This is an optimization exercise on Yosys and OpenROAD, whose aim is small area, a short achievable clock period and few clock cycles per item, not a production implementation. The RTL was checked by simulation tests, not by an equivalence proof against the original design.

File: design.v
module mm_fa #(parameter W = 1) (input [W-1:0] a, input [W-1:0] b, input [W-1:0] c,
                                 output [W-1:0] s, output [W-1:0] co);
    assign s = a ^ b ^ c;
    assign co = (a & b) | (a & c) | (b & c);
endmodule
module mm_tree_in (input [63:0] a, input [63:0] b, output [22:0] q);
    wire [511:0] ar, br, neg;
    genvar k, i, j;
    generate
        for (k = 0; k < 8; k = k + 1) begin : K
            for (i = 0; i < 8; i = i + 1) begin : I
                for (j = 0; j < 8; j = j + 1) begin : J
                    assign ar[k*64+i*8+j] = a[k*8+i];
                    assign br[k*64+i*8+j] = b[k*8+j];
                    assign neg[k*64+i*8+j] = (i == 7) != (j == 7);
                end
            end
        end
    endgenerate
    wire [511:0] p = ~(ar & br) ^ neg;
    wire [165:0] s1, c1;
    wire [165:0] x1 = {p[255], p[63], p[439], p[318], p[247], p[126], p[55], p[495], p[431], p[367], p[303], p[239], p[175], p[111], p[47], p[494], p[437], p[380], p[359], p[302], p[245], p[188], p[167], p[110], p[53], 1'b0, p[486], p[436], p[415], p[365], p[315], p[294], p[244], p[223], p[173], p[123], p[102], p[52], p[31], p[492], p[471], p[428], p[407], p[364], p[343], p[300], p[279], p[236], p[215], p[172], p[151], p[108], p[87], p[44], p[23], p[477], p[441], p[420], p[399], p[363], p[342], p[306], p[285], p[249], p[228], p[207], p[171], p[150], p[114], p[93], p[57], p[36], p[15], p[483], p[462], p[433], p[412], p[391], p[362], p[341], p[312], p[291], p[270], p[241], p[220], p[199], p[170], p[149], p[120], p[99], p[78], p[49], p[28], p[7], p[468], p[432], p[411], p[390], p[354], p[333], p[297], p[276], p[240], p[219], p[198], p[162], p[141], p[105], p[84], p[48], p[27], p[6], p[474], p[453], p[410], p[389], p[346], p[325], p[282], p[261], p[218], p[197], p[154], p[133], p[90], p[69], p[26], p[5], p[459], p[409], p[388], p[338], p[288], p[267], p[217], p[196], p[146], p[96], p[75], p[25], p[4], p[408], p[387], p[330], p[273], p[216], p[195], p[138], p[81], p[24], p[3], p[450], p[386], p[322], p[258], p[194], p[130], p[66], p[2], p[385], p[264], p[193], p[72], p[1], p[192], p[0]};
    wire [165:0] y1 = {p[319], p[127], p[446], p[375], p[254], p[183], p[62], p[502], p[438], p[374], p[310], p[246], p[182], p[118], p[54], p[501], p[444], p[423], p[366], p[309], p[252], p[231], p[174], p[117], p[60], p[39], p[493], p[443], p[422], p[372], p[351], p[301], p[251], p[230], p[180], p[159], p[109], p[59], p[38], p[499], p[478], p[435], p[414], p[371], p[350], p[307], p[286], p[243], p[222], p[179], p[158], p[115], p[94], p[51], p[30], p[484], p[463], p[427], p[406], p[370], p[349], p[313], p[292], p[271], p[235], p[214], p[178], p[157], p[121], p[100], p[79], p[43], p[22], p[490], p[469], p[440], p[419], p[398], p[369], p[348], p[327], p[298], p[277], p[248], p[227], p[206], p[177], p[156], p[135], p[106], p[85], p[56], p[35], p[14], p[475], p[454], p[418], p[397], p[361], p[340], p[304], p[283], p[262], p[226], p[205], p[169], p[148], p[112], p[91], p[70], p[34], p[13], p[481], p[460], p[417], p[396], p[353], p[332], p[289], p[268], p[225], p[204], p[161], p[140], p[97], p[76], p[33], p[12], p[466], p[416], p[395], p[345], p[324], p[274], p[224], p[203], p[153], p[132], p[82], p[32], p[11], p[451], p[394], p[337], p[280], p[259], p[202], p[145], p[88], p[67], p[10], p[457], p[393], p[329], p[265], p[201], p[137], p[73], p[9], p[392], p[321], p[200], p[129], p[8], p[256], p[64]};
    wire [165:0] z1 = {p[383], p[191], p[503], p[382], p[311], p[190], p[119], p[509], p[445], p[381], p[317], p[253], p[189], p[125], p[61], p[508], p[487], p[430], p[373], p[316], p[295], p[238], p[181], p[124], p[103], p[46], p[500], p[479], p[429], p[379], p[358], p[308], p[287], p[237], p[187], p[166], p[116], p[95], p[45], p[506], p[485], p[442], p[421], p[378], p[357], p[314], p[293], p[250], p[229], p[186], p[165], p[122], p[101], p[58], p[37], p[491], p[470], p[434], p[413], p[377], p[356], p[335], p[299], p[278], p[242], p[221], p[185], p[164], p[143], p[107], p[86], p[50], p[29], p[497], p[476], p[455], p[426], p[405], p[376], p[355], p[334], p[305], p[284], p[263], p[234], p[213], p[184], p[163], p[142], p[113], p[92], p[71], p[42], p[21], p[482], p[461], p[425], p[404], p[368], p[347], p[326], p[290], p[269], p[233], p[212], p[176], p[155], p[134], p[98], p[77], p[41], p[20], p[488], p[467], p[424], p[403], p[360], p[339], p[296], p[275], p[232], p[211], p[168], p[147], p[104], p[83], p[40], p[19], p[473], p[452], p[402], p[352], p[331], p[281], p[260], p[210], p[160], p[139], p[89], p[68], p[18], p[458], p[401], p[344], p[323], p[266], p[209], p[152], p[131], p[74], p[17], p[464], p[400], p[336], p[272], p[208], p[144], p[80], p[16], p[449], p[328], p[257], p[136], p[65], p[320], p[128]};
    mm_fa #(166) u_fa1 (.a(x1), .b(y1), .c(z1), .s(s1), .co(c1));
    wire [109:0] s2, c2;
    wire [109:0] x2 = {c1[163], c1[160], p[447], s1[159], c1[156], c1[153], p[510], s1[155], s1[152], c1[149], c1[146], c1[143], c1[140], s1[148], s1[145], s1[142], c1[139], c1[136], c1[133], c1[130], c1[127], s1[137], s1[134], s1[131], s1[128], c1[125], c1[122], c1[119], c1[116], c1[113], p[507], s1[123], s1[120], s1[117], s1[114], s1[111], c1[108], c1[105], c1[102], c1[99], c1[96], c1[93], s1[106], s1[103], s1[100], s1[97], s1[94], c1[91], c1[88], c1[85], c1[82], c1[79], c1[76], c1[73], p[498], s1[89], s1[86], s1[83], s1[80], s1[77], s1[74], c1[71], c1[68], c1[65], c1[62], c1[59], c1[56], p[504], s1[69], s1[66], s1[63], s1[60], s1[57], s1[54], c1[51], c1[48], c1[45], c1[42], c1[39], p[489], s1[49], s1[46], s1[43], s1[40], c1[37], c1[34], c1[31], c1[28], c1[25], s1[35], s1[32], s1[29], s1[26], c1[23], c1[20], c1[17], p[480], s1[20], s1[17], c1[14], c1[11], c1[8], p[465], s1[11], s1[8], c1[5], c1[2], s1[2], p[456], p[384]};
    wire [109:0] y2 = {s1[164], c1[161], p[511], s1[160], c1[157], c1[154], c1[151], s1[156], s1[153], c1[150], c1[147], c1[144], c1[141], s1[149], s1[146], s1[143], s1[140], c1[137], c1[134], c1[131], c1[128], s1[138], s1[135], s1[132], s1[129], c1[126], c1[123], c1[120], c1[117], c1[114], c1[111], s1[124], s1[121], s1[118], s1[115], s1[112], c1[109], c1[106], c1[103], c1[100], c1[97], c1[94], s1[107], s1[104], s1[101], s1[98], s1[95], c1[92], c1[89], c1[86], c1[83], c1[80], c1[77], c1[74], p[505], s1[90], s1[87], s1[84], s1[81], s1[78], s1[75], s1[72], c1[69], c1[66], c1[63], c1[60], c1[57], c1[54], s1[70], s1[67], s1[64], s1[61], s1[58], s1[55], c1[52], c1[49], c1[46], c1[43], c1[40], p[496], s1[50], s1[47], s1[44], s1[41], s1[38], c1[35], c1[32], c1[29], c1[26], s1[36], s1[33], s1[30], s1[27], c1[24], c1[21], c1[18], c1[15], s1[21], s1[18], s1[15], c1[12], c1[9], p[472], s1[12], s1[9], c1[6], c1[3], s1[3], c1[0], p[448]};
    wire [109:0] z2 = {s1[165], c1[162], c1[159], s1[161], c1[158], c1[155], c1[152], s1[157], s1[154], s1[151], c1[148], c1[145], c1[142], s1[150], s1[147], s1[144], s1[141], c1[138], c1[135], c1[132], c1[129], s1[139], s1[136], s1[133], s1[130], s1[127], c1[124], c1[121], c1[118], c1[115], c1[112], s1[125], s1[122], s1[119], s1[116], s1[113], c1[110], c1[107], c1[104], c1[101], c1[98], c1[95], s1[108], s1[105], s1[102], s1[99], s1[96], s1[93], c1[90], c1[87], c1[84], c1[81], c1[78], c1[75], c1[72], s1[91], s1[88], s1[85], s1[82], s1[79], s1[76], s1[73], c1[70], c1[67], c1[64], c1[61], c1[58], c1[55], s1[71], s1[68], s1[65], s1[62], s1[59], s1[56], c1[53], c1[50], c1[47], c1[44], c1[41], c1[38], s1[51], s1[48], s1[45], s1[42], s1[39], c1[36], c1[33], c1[30], c1[27], s1[37], s1[34], s1[31], s1[28], s1[25], c1[22], c1[19], c1[16], s1[22], s1[19], s1[16], c1[13], c1[10], c1[7], s1[13], s1[10], s1[7], c1[4], s1[4], c1[1], s1[0]};
    mm_fa #(110) u_fa2 (.a(x2), .b(y2), .c(z2), .s(s2), .co(c2));
    wire [73:0] s3, c3;
    wire [73:0] x3 = {c1[164], c2[106], c2[103], s2[104], c2[101], c2[98], s1[162], s2[100], s2[97], c2[94], c2[91], s1[158], s2[94], s2[91], c2[88], c2[85], c2[82], c2[79], s2[86], s2[83], s2[80], c2[77], c2[74], c2[71], c2[68], s2[75], s2[72], s2[69], c2[66], c2[63], c2[60], c2[57], s1[126], s2[64], s2[61], s2[58], s2[55], c2[52], c2[49], c2[46], c2[43], s1[109], s2[50], s2[47], s2[44], c2[41], c2[38], c2[35], c2[32], s1[92], s2[39], s2[36], s2[33], s2[30], c2[27], c2[24], c2[21], s2[26], s2[23], c2[20], c2[17], c2[14], s1[52], s2[16], s2[13], c2[10], c2[7], s2[10], s2[7], c2[4], s1[23], s2[3], s1[14], s1[5]};
    wire [73:0] y3 = {c1[165], s2[107], c2[104], s2[105], c2[102], c2[99], s1[163], s2[101], s2[98], c2[95], c2[92], c2[89], s2[95], s2[92], s2[89], c2[86], c2[83], c2[80], s2[87], s2[84], s2[81], c2[78], c2[75], c2[72], c2[69], s2[76], s2[73], s2[70], c2[67], c2[64], c2[61], c2[58], c2[55], s2[65], s2[62], s2[59], s2[56], c2[53], c2[50], c2[47], c2[44], s1[110], s2[51], s2[48], s2[45], s2[42], c2[39], c2[36], c2[33], c2[30], s2[40], s2[37], s2[34], s2[31], c2[28], c2[25], c2[22], s2[27], s2[24], s2[21], c2[18], c2[15], s1[53], s2[17], s2[14], c2[11], c2[8], s2[11], s2[8], c2[5], s1[24], s2[4], c2[1], s1[6]};
    wire [73:0] z3 = {c2[107], s2[108], c2[105], s2[106], s2[103], c2[100], c2[97], s2[102], s2[99], c2[96], c2[93], c2[90], s2[96], s2[93], s2[90], c2[87], c2[84], c2[81], s2[88], s2[85], s2[82], s2[79], c2[76], c2[73], c2[70], s2[77], s2[74], s2[71], s2[68], c2[65], c2[62], c2[59], c2[56], s2[66], s2[63], s2[60], s2[57], c2[54], c2[51], c2[48], c2[45], c2[42], s2[52], s2[49], s2[46], s2[43], c2[40], c2[37], c2[34], c2[31], s2[41], s2[38], s2[35], s2[32], c2[29], c2[26], c2[23], s2[28], s2[25], s2[22], c2[19], c2[16], c2[13], s2[18], s2[15], c2[12], c2[9], s2[12], s2[9], c2[6], c2[3], s2[5], c2[2], c2[0]};
    mm_fa #(74) u_fa3 (.a(x3), .b(y3), .c(z3), .s(s3), .co(c3));
    wire [48:0] s4, c4;
    wire [48:0] x4 = {c2[108], c3[68], s2[109], s3[68], c3[64], c3[62], c3[61], c3[58], c3[56], s3[58], c3[54], c3[51], c3[49], s3[53], c3[48], c3[45], s3[50], c3[41], s3[46], s3[43], c3[38], c3[35], s3[41], s2[78], s3[38], s3[35], c3[30], c3[27], s3[32], s2[67], s3[27], c3[22], c3[19], s3[24], s2[53], s3[20], c3[16], c3[13], c3[11], s3[12], c3[8], s2[29], c3[6], s3[7], s2[19], s3[4], s3[3], s2[6], s2[1]};
    wire [48:0] y4 = {c2[109], c3[69], c3[67], s3[69], c3[65], s3[67], s3[63], c3[59], s3[62], s3[59], c3[55], c3[52], c3[50], s3[54], s3[51], c3[46], c3[43], c3[42], s3[47], s3[44], c3[39], c3[36], s3[42], c3[32], s3[39], s3[36], c3[31], c3[28], s3[33], c3[24], s3[28], c3[23], c3[20], s3[25], s2[54], s3[21], s3[18], c3[14], s3[17], s3[13], c3[9], c3[7], s3[8], c3[4], s2[20], s3[5], c3[1], c3[0], s2[2]};
    wire [48:0] z4 = {c3[71], c3[70], s3[71], s3[70], c3[66], c3[63], s3[64], c3[60], c3[57], s3[60], s3[57], c3[53], s3[56], s3[55], s3[52], c3[47], c3[44], s3[49], s3[48], s3[45], c3[40], c3[37], c3[34], c3[33], s3[40], s3[37], s3[34], c3[29], c3[26], c3[25], s3[29], s3[26], c3[21], c3[18], c3[17], s3[22], s3[19], c3[15], c3[12], s3[14], c3[10], s3[11], s3[9], c3[5], c3[3], s3[6], c3[2], s3[1], s3[0]};
    mm_fa #(49) u_fa4 (.a(x4), .b(y4), .c(z4), .s(s4), .co(c4));
    wire [31:0] s5, c5;
    wire [31:0] x5 = {s3[73], c4[44], s3[72], s4[43], c4[40], s4[41], c4[37], s3[65], s4[37], s4[36], s3[61], s4[32], s4[31], c4[25], s4[29], s4[26], c4[21], c4[19], s4[20], c4[16], c4[14], s4[15], c4[10], s3[30], c4[9], s3[23], c4[5], s3[15], s4[5], s3[10], c4[1], s3[2]};
    wire [31:0] y5 = {c3[72], s4[47], c4[43], s4[44], c4[41], s4[42], c4[38], s3[66], s4[38], c4[33], c4[31], s4[33], c4[28], c4[26], c4[24], s4[27], c4[22], s4[25], s4[21], c4[17], s4[19], s4[16], c4[11], s3[31], s4[10], c4[7], s4[7], s3[16], s4[6], s4[4], s4[2], c4[0]};
    wire [31:0] z5 = {c4[46], c4[45], s4[46], s4[45], c4[42], c4[39], s4[40], c4[36], c4[35], c4[34], c4[32], s4[34], c4[29], c4[27], s4[30], s4[28], c4[23], c4[20], s4[22], c4[18], c4[15], s4[17], c4[12], s4[14], s4[11], c4[8], c4[6], c4[4], c4[3], c4[2], s4[3], s4[1]};
    mm_fa #(32) u_fa5 (.a(x5), .b(y5), .c(z5), .s(s5), .co(c5));
    wire [20:0] s6, c6;
    wire [20:0] x6 = {s4[48], c5[27], c5[24], s5[25], c5[21], s5[21], s4[39], s5[19], c5[15], c4[30], c5[13], c5[11], c5[9], s4[23], c5[6], s4[18], c5[5], s4[12], c5[2], s4[8], s5[2]};
    wire [20:0] y6 = {c4[47], s5[29], c5[25], c5[23], s5[24], c5[20], c5[18], s5[20], s5[18], s4[35], s5[15], c5[12], s5[11], s4[24], c5[7], c4[13], s5[6], s4[13], s5[5], s4[9], c5[1]};
    wire [20:0] z6 = {c5[29], c5[28], s5[27], s5[26], c5[22], s5[22], c5[19], c5[17], c5[16], c5[14], s5[16], s5[14], c5[10], c5[8], s5[9], s5[8], s5[7], c5[4], c5[3], s5[4], s5[3]};
    mm_fa #(21) u_fa6 (.a(x6), .b(y6), .c(z6), .s(s6), .co(c6));
    wire [12:0] s7, c7;
    wire [12:0] x7 = {s5[31], s5[30], c5[26], c6[14], s6[14], s5[23], c6[9], s5[17], s6[7], s5[12], s5[10], c6[1], s6[1]};
    wire [12:0] y7 = {c5[30], c6[18], s5[28], c6[15], s6[15], c6[11], s6[11], c6[7], c6[6], s5[13], c6[3], s6[3], c6[0]};
    wire [12:0] z7 = {s6[20], s6[19], c6[16], s6[16], c6[13], c6[12], c6[10], c6[8], s6[8], c6[5], s6[5], c6[2], s6[2]};
    mm_fa #(13) u_fa7 (.a(x7), .b(y7), .c(z7), .s(s7), .co(c7));
    wire [8:0] s8, c8;
    wire [8:0] x8 = {c6[19], s6[18], s6[17], c7[6], s6[12], s6[9], c7[2], c6[4], s6[4]};
    wire [8:0] y8 = {s7[12], c6[17], c7[7], s7[7], s6[13], s6[10], s7[3], s6[6], c7[0]};
    wire [8:0] z8 = {c7[11], c7[9], c7[8], s7[8], c7[5], c7[3], s7[4], c7[1], s7[1]};
    mm_fa #(9) u_fa8 (.a(x8), .b(y8), .c(z8), .s(s8), .co(c8));
    wire [5:0] s9, c9;
    wire [5:0] x9 = {c7[10], s7[10], s7[9], s7[6], c7[4], s7[2]};
    wire [5:0] y9 = {s7[11], s8[7], c8[5], c8[3], s7[5], c8[0]};
    wire [5:0] z9 = {c8[7], c8[6], s8[6], s8[4], s8[3], s8[1]};
    mm_fa #(6) u_fa9 (.a(x9), .b(y9), .c(z9), .s(s9), .co(c9));
    wire [1:0] s10, c10;
    wire [1:0] x10 = {c8[4], c8[1]};
    wire [1:0] y10 = {s8[5], s8[2]};
    wire [1:0] z10 = {c9[2], c9[0]};
    mm_fa #(2) u_fa10 (.a(x10), .b(y10), .c(z10), .s(s10), .co(c10));
    wire [0:0] s11, c11;
    wire [0:0] x11 = {c8[2]};
    wire [0:0] y11 = {s9[1]};
    wire [0:0] z11 = {c10[0]};
    mm_fa #(1) u_fa11 (.a(x11), .b(y11), .c(z11), .s(s11), .co(c11));
    wire [0:0] s12, c12;
    wire [0:0] x12 = {c9[1]};
    wire [0:0] y12 = {s9[2]};
    wire [0:0] z12 = {c11[0]};
    mm_fa #(1) u_fa12 (.a(x12), .b(y12), .c(z12), .s(s12), .co(c12));
    assign q = {c9[5], s8[8], c9[4], s9[5], s9[4], c9[3], c10[1], s9[3], c12[0], s10[1], s12[0], s11[0], s10[0], s9[0], s8[0], s7[0], s6[0], s5[1], c5[0], s5[0], s4[0], s2[0], s1[1]};
endmodule
module mm_tree_out (input [22:0] q, output [15:0] c);
    wire [15:0] r0 = {~q[21], ~q[19], ~q[17], ~q[15], ~q[13], ~q[12], ~q[11], ~q[10], ~q[9], ~q[8], ~q[7], ~q[6], ~q[4], ~q[3], ~q[2], ~q[0]};
    wire [15:0] r1 = {~q[22], ~q[20], ~q[18], ~q[16], ~q[14], 1'b0, 1'b0, 1'b0, 1'b0, 1'b0, 1'b0, 1'b0, ~q[5], 1'b0, 1'b0, ~q[1]};
    assign c = r0 + r1;
endmodule
module matmul8x8_8bit_seq (
    input clk,
    input rst,
    input start,
    input signed [511:0] A,
    input signed [511:0] B,
    output reg [1023:0] C,
    output reg done
);
    reg busy;
    reg [2:0] r;
    wire [2:0] rs = r;
    wire [63:0] arow = A[rs*64 +: 64];
    wire [127:0] row;
    genvar c, k;
    generate
        for (c = 0; c < 8; c = c + 1) begin : COL
            wire [63:0] bv;
            for (k = 0; k < 8; k = k + 1) begin : K
                assign bv[k*8 +: 8] = B[(k*8+c)*8 +: 8];
            end
            wire [22:0] t;
            mm_tree_in u_in (.a(arow), .b(bv), .q(t));
            mm_tree_out u_out (.q(t), .c(row[c*16 +: 16]));
        end
    endgenerate
    always @(posedge clk) begin
        if (start || busy)
            C[rs*128 +: 128] <= row;
        if (rst) begin
            busy <= 1'b0;
            done <= 1'b0;
            r <= 3'd0;
        end else if (start) begin
            busy <= 1'b1;
            done <= 1'b0;
            r <= 3'd1;
        end else if (busy) begin
            r <= r + 3'd1;
            if (r == 3'd7) begin
                busy <= 1'b0;
                done <= 1'b1;
            end
        end
    end
endmodule
File: run.sh
#!/bin/bash
# synth_recipe.tcl (not shown) runs the flow's synth.tcl, then flattens the netlist and writes it again
# the make line also repeats each setting of config.mk as NAME=value (left out here)
make -C /OpenROAD-flow-scripts/flow DESIGN_CONFIG=/design/flow/config.mk WORK_HOME=/design/flow/orfs CLKGATE_MAP_FILE= SYNTH_SCRIPT=/design/flow/synth_recipe.tcl finish
File: config.mk
export PLATFORM = sky130hd
export DESIGN_NAME = matmul8x8_8bit_seq
export DESIGN_NICKNAME = matmul8x8_8bit_seq
export VERILOG_FILES = /design/flow/design.v
export SDC_FILE = /design/flow/constraint.sdc
export NUM_CORES = 4
export LEC_CHECK = 0
export CAP_MARGIN = 20
export CORE_AREA = 5 5 755 755
export DIE_AREA = 0 0 760 760
export SETUP_SLACK_MARGIN = 0.5
export SLEW_MARGIN = 20
export SYNTH_HIERARCHICAL = 1
File: constraint.sdc
create_clock -name core_clock -period 10.0 [get_ports {clk}]
set_input_delay 2.0000 -clock core_clock [delete_from_list [all_inputs] [get_ports {clk}]]
set_output_delay 2.0000 -clock core_clock [all_outputs]
set_load 0.01 [all_outputs]
==> notes.md <==
-- final timing paths --
check	cells after the start	end	slack, ns
setup reg to reg	26	C[767]$_DFFE_PP_	0.72
setup / recovery	26	C[767]$_DFFE_PP_	0.38
hold reg to reg	2	C[402]$_DFFE_PP_	0.55
hold / removal	2	C[402]$_DFFE_PP_	0.55
-- cell usage after synthesis, types with 9 or more instances --
cell type | count | area (um^2)
buf_4 | 57 | 427.9
o311a_1 | 16 | 160.2
nand2b_1 | 152 | 950.9
buf_2 | 437 | 2187
and3b_1 | 16 | 140.1
nor2_1 | 38 | 142.6
fa_1 | 3872 | 77510
o2bb2ai_1 | 511 | 4476
o311ai_0 | 16 | 140.1
o21ai_0 | 359 | 1797
mux4_2 | 128 | 2883
a21oi_1 | 10 | 50.05
buf_6 | 14 | 157.7
buf_1 | 9 | 33.78
and2_1 | 904 | 5655
xor2_1 | 33 | 289.0
or3_1 | 16 | 100.1
clkbuf_1 | 224 | 840.8
edfxtp_1 | 1024 | 30750
nand2_1 | 3791 | 14230
inv_1 | 244 | 915.9
or2_2 | 9 | 56.30
nand3b_1 | 13 | 97.59
nor3_1 | 35 | 175.2
mux2i_1 | 129 | 1291
o21ai_1 | 31 | 155.2
xnor2_1 | 72 | 630.6
ha_1 | 65 | 813.3
-- registers in the layout, summed over array words and instances, names as in the netlist --
register	flops
busy	1
r	3
C	1024
done	1
-- critical path, cell delays in order --
cell and delay [ns]:
clkdlybuf4s50_1 0.40, buf_4 0.20, mux4_2 0.48, nand2_1 0.12, nand2_4 0.11, buf_12 0.17
buf_4 0.21, and2_1 0.15, fa_1 0.47, fa_1 0.42, fa_1 0.47, fa_1 0.60
fa_1 0.59, fa_1 0.45, fa_1 0.56, fa_1 0.45, fa_1 0.51, inv_1 0.04
ha_1 0.29, nand2_1 0.11, o311a_1 0.36, a211oi_2 0.32, buf_12 0.19, and4bb_2 0.29
nand2_1 0.08, o2bb2ai_2 0.19
-- cells by family (layout without fill, tap and decap cells) --
kind of cell             count (synthesis)  after routing  share of synthesized area
AND/OR/NAND/NOR                       5041           5041                     0.1492
adder cells (fa/ha/maj)               3937           3937                     0.5279
other                                    8            224                  0.0002024
buffers and inverters                  987           4592                    0.03081
multiplexers                           258            258                    0.02821
AO/OA/AOI/OAI                          990            990                    0.04960
XOR/XNOR                               105            105                   0.006198
flip-flops                            1029           1029                     0.2079
-- routing by layer --
layer  wire (um)  GRT usage
met1      351300     0.3996
met2      395000     0.4480
met3      128000     0.1272
met4       79240     0.2049
met5        1689    0.01240
-- per-module statistics from Yosys (local to each module, per instance), excerpt --
module | area [um^2] | cells inside | times used | flops+latches
matmul8x8_8bit_seq | 47120 | 3459 | 1 | 1029
mm_tree_in | 2429 | 556 | 8 | 0
mm_tree_out | 539.3 | 72 | 8 | 0
-- through the flow --
step,instances,setup TNS (ns),utilization,area [um^2]
after global routing,23500,0,0.3682,206500
after floorplan,12360,0,-,148800
after CTS,23180,0,0.3555,199400
after detailed placement,22860,-431.27,0.3440,193000
final,23660,0,0.3689,206900
after global placement,22860,-420.14,0.3440,193000
-- repair_timing --
action                     4_1_cts  5_1_grt
pin swaps                      212      463
gates cloned                     7       26
setup endpoints to repair      385      318
setup buffers                  106      229
resized for setup              493     1200
-- area by class of cell --
type	count	share of cell area
clock buffer	142	0.01502
timing repair buffer	4134	0.2137
tap	7479	0.04523
sequential	1029	0.1492
clock inverter	71	0.003042
inverter	245	0.004457
multi-input combinational	10340	0.5668
antenna	216	0.002612
==> metrics.cfg <==
[critical_path]
r2r-start=r[1]$_SDFFE_PP0P_
crit_arrival_ns=10.34
end_kind=flip-flop
required_ns=10.73
cp_max_fo=9
crit_type=in -> reg
crit_start=A[503]
startpoint_type=primary input

[synth]
syn_area_per_cell_um2=12.01
syn-instance-count=12360
synth_area_mm2=0.1484
netlist-cell-type-count=57
synth_seq_cells=1029
postSynth.asyncResetShare=0
ys_seq_area_frac=0.2079
synthFlopType=edfxtp_1
synth-edff-count=1024
synth_fp_nets=17320
yosys_warnings=7

[global_route]
grt_antenna_before_repair=302
overflow=0
grt_pass1_wl_mm=1222
track_usage=0.3172
grt_max_degree=183
first_global_vias=128000

[floorplan]
die_width_um=760
die_area_mm2=0.5776
start_util=0.2646
rows=275
core_region_area_mm2=0.5609
ioPinCount=2052
fp.dieH_um=760

[cells_and_area]
area_growth_pct=39.44
final_cell_mix=nand2_1 (3484), fa_1 (3318), clkdlybuf4s50_1 (1791), buf_4 (1417), edfxtp_1 (1024)
multi_input_area_mm2=0.1173
fillers=54890
regArea_mm2=0.03086
mostFrequentLayoutCell=nand2_1
fin_nets=20830
drive_gt1_frac=0.2172

[cts]
cts-htree-levels=3
cts_tree=done
ctsHoldBuffers=0
numCtsBuffers=120
clock_sinks=1029
path_clk_slew_ns=0.06
insertion_delay_ns=0.92
clock_path_buffers=4
clockRootBuffer=clkbuf_16

[drt]
via_per_inst=5.261
totalWireLength_mm=955.2
route.detailed.drc=0
wl_per_cell_um=40.38
drt_iter0_drc=16120
drtAntennaViolNets=0
vias=124400
first_pass_iters=6

[sta]
holdWs_ns=0.5537
tightestPinTransition_ns=1.304
slew_headroom=0.1306
setup_violations=0
finalHoldViolations=0
report.final.slew_viol_count=0
fmax_ghz=0.1040
rsz0062_at_grt=true
timing.final.crit_share=0.9617
setup_slack_ns=0.3835
finClkSkew_ns=0.1169
min_period_ns=9.617

[hold_path]
hold_start=C[402]$_DFFE_PP_
hp-class=reg -> reg

[placement]
dpl.hpwl_mm=790.9
place_ws_ns=-1.551
gp_congestion=1.058
port_buffers=2051

[status]
status=complete, no violations

[job]
max_cap_viol_count=0

Testbench counts, summed over its fixed seeds: cycles 768, items 96.

-- port drivers added, routing unchanged --
The flow's constraints put no driver on any port. The routed layout listed below was extracted and timed again, unchanged, in two steps. Step 1 sets driving cells, clkbuf_16 on the clock port and buf_2 on the other inputs (assumed; they add their load-dependent delay and slew). Step 2, shift: input delay + t, output delay - t, t = (earliest + latest rising clock arrival at the registers) / 2. This alone moves slack from input paths to output paths. Slacks: ideal / step 1 / step 2; pairs: ideal / step 1.
shift t [ns]: 0.969
slack for setup (ns): 0.383 / 0.052 / -0.916
worst register clock-pin slew, ns: 0.09 / 0.09
cell pins on the clock port's net: 1
Met with ideal ports but missed after step 2: setup timing in this run. The setup slack of this run moves by -0.331 ns with the drivers and by -1.299 ns with both steps.
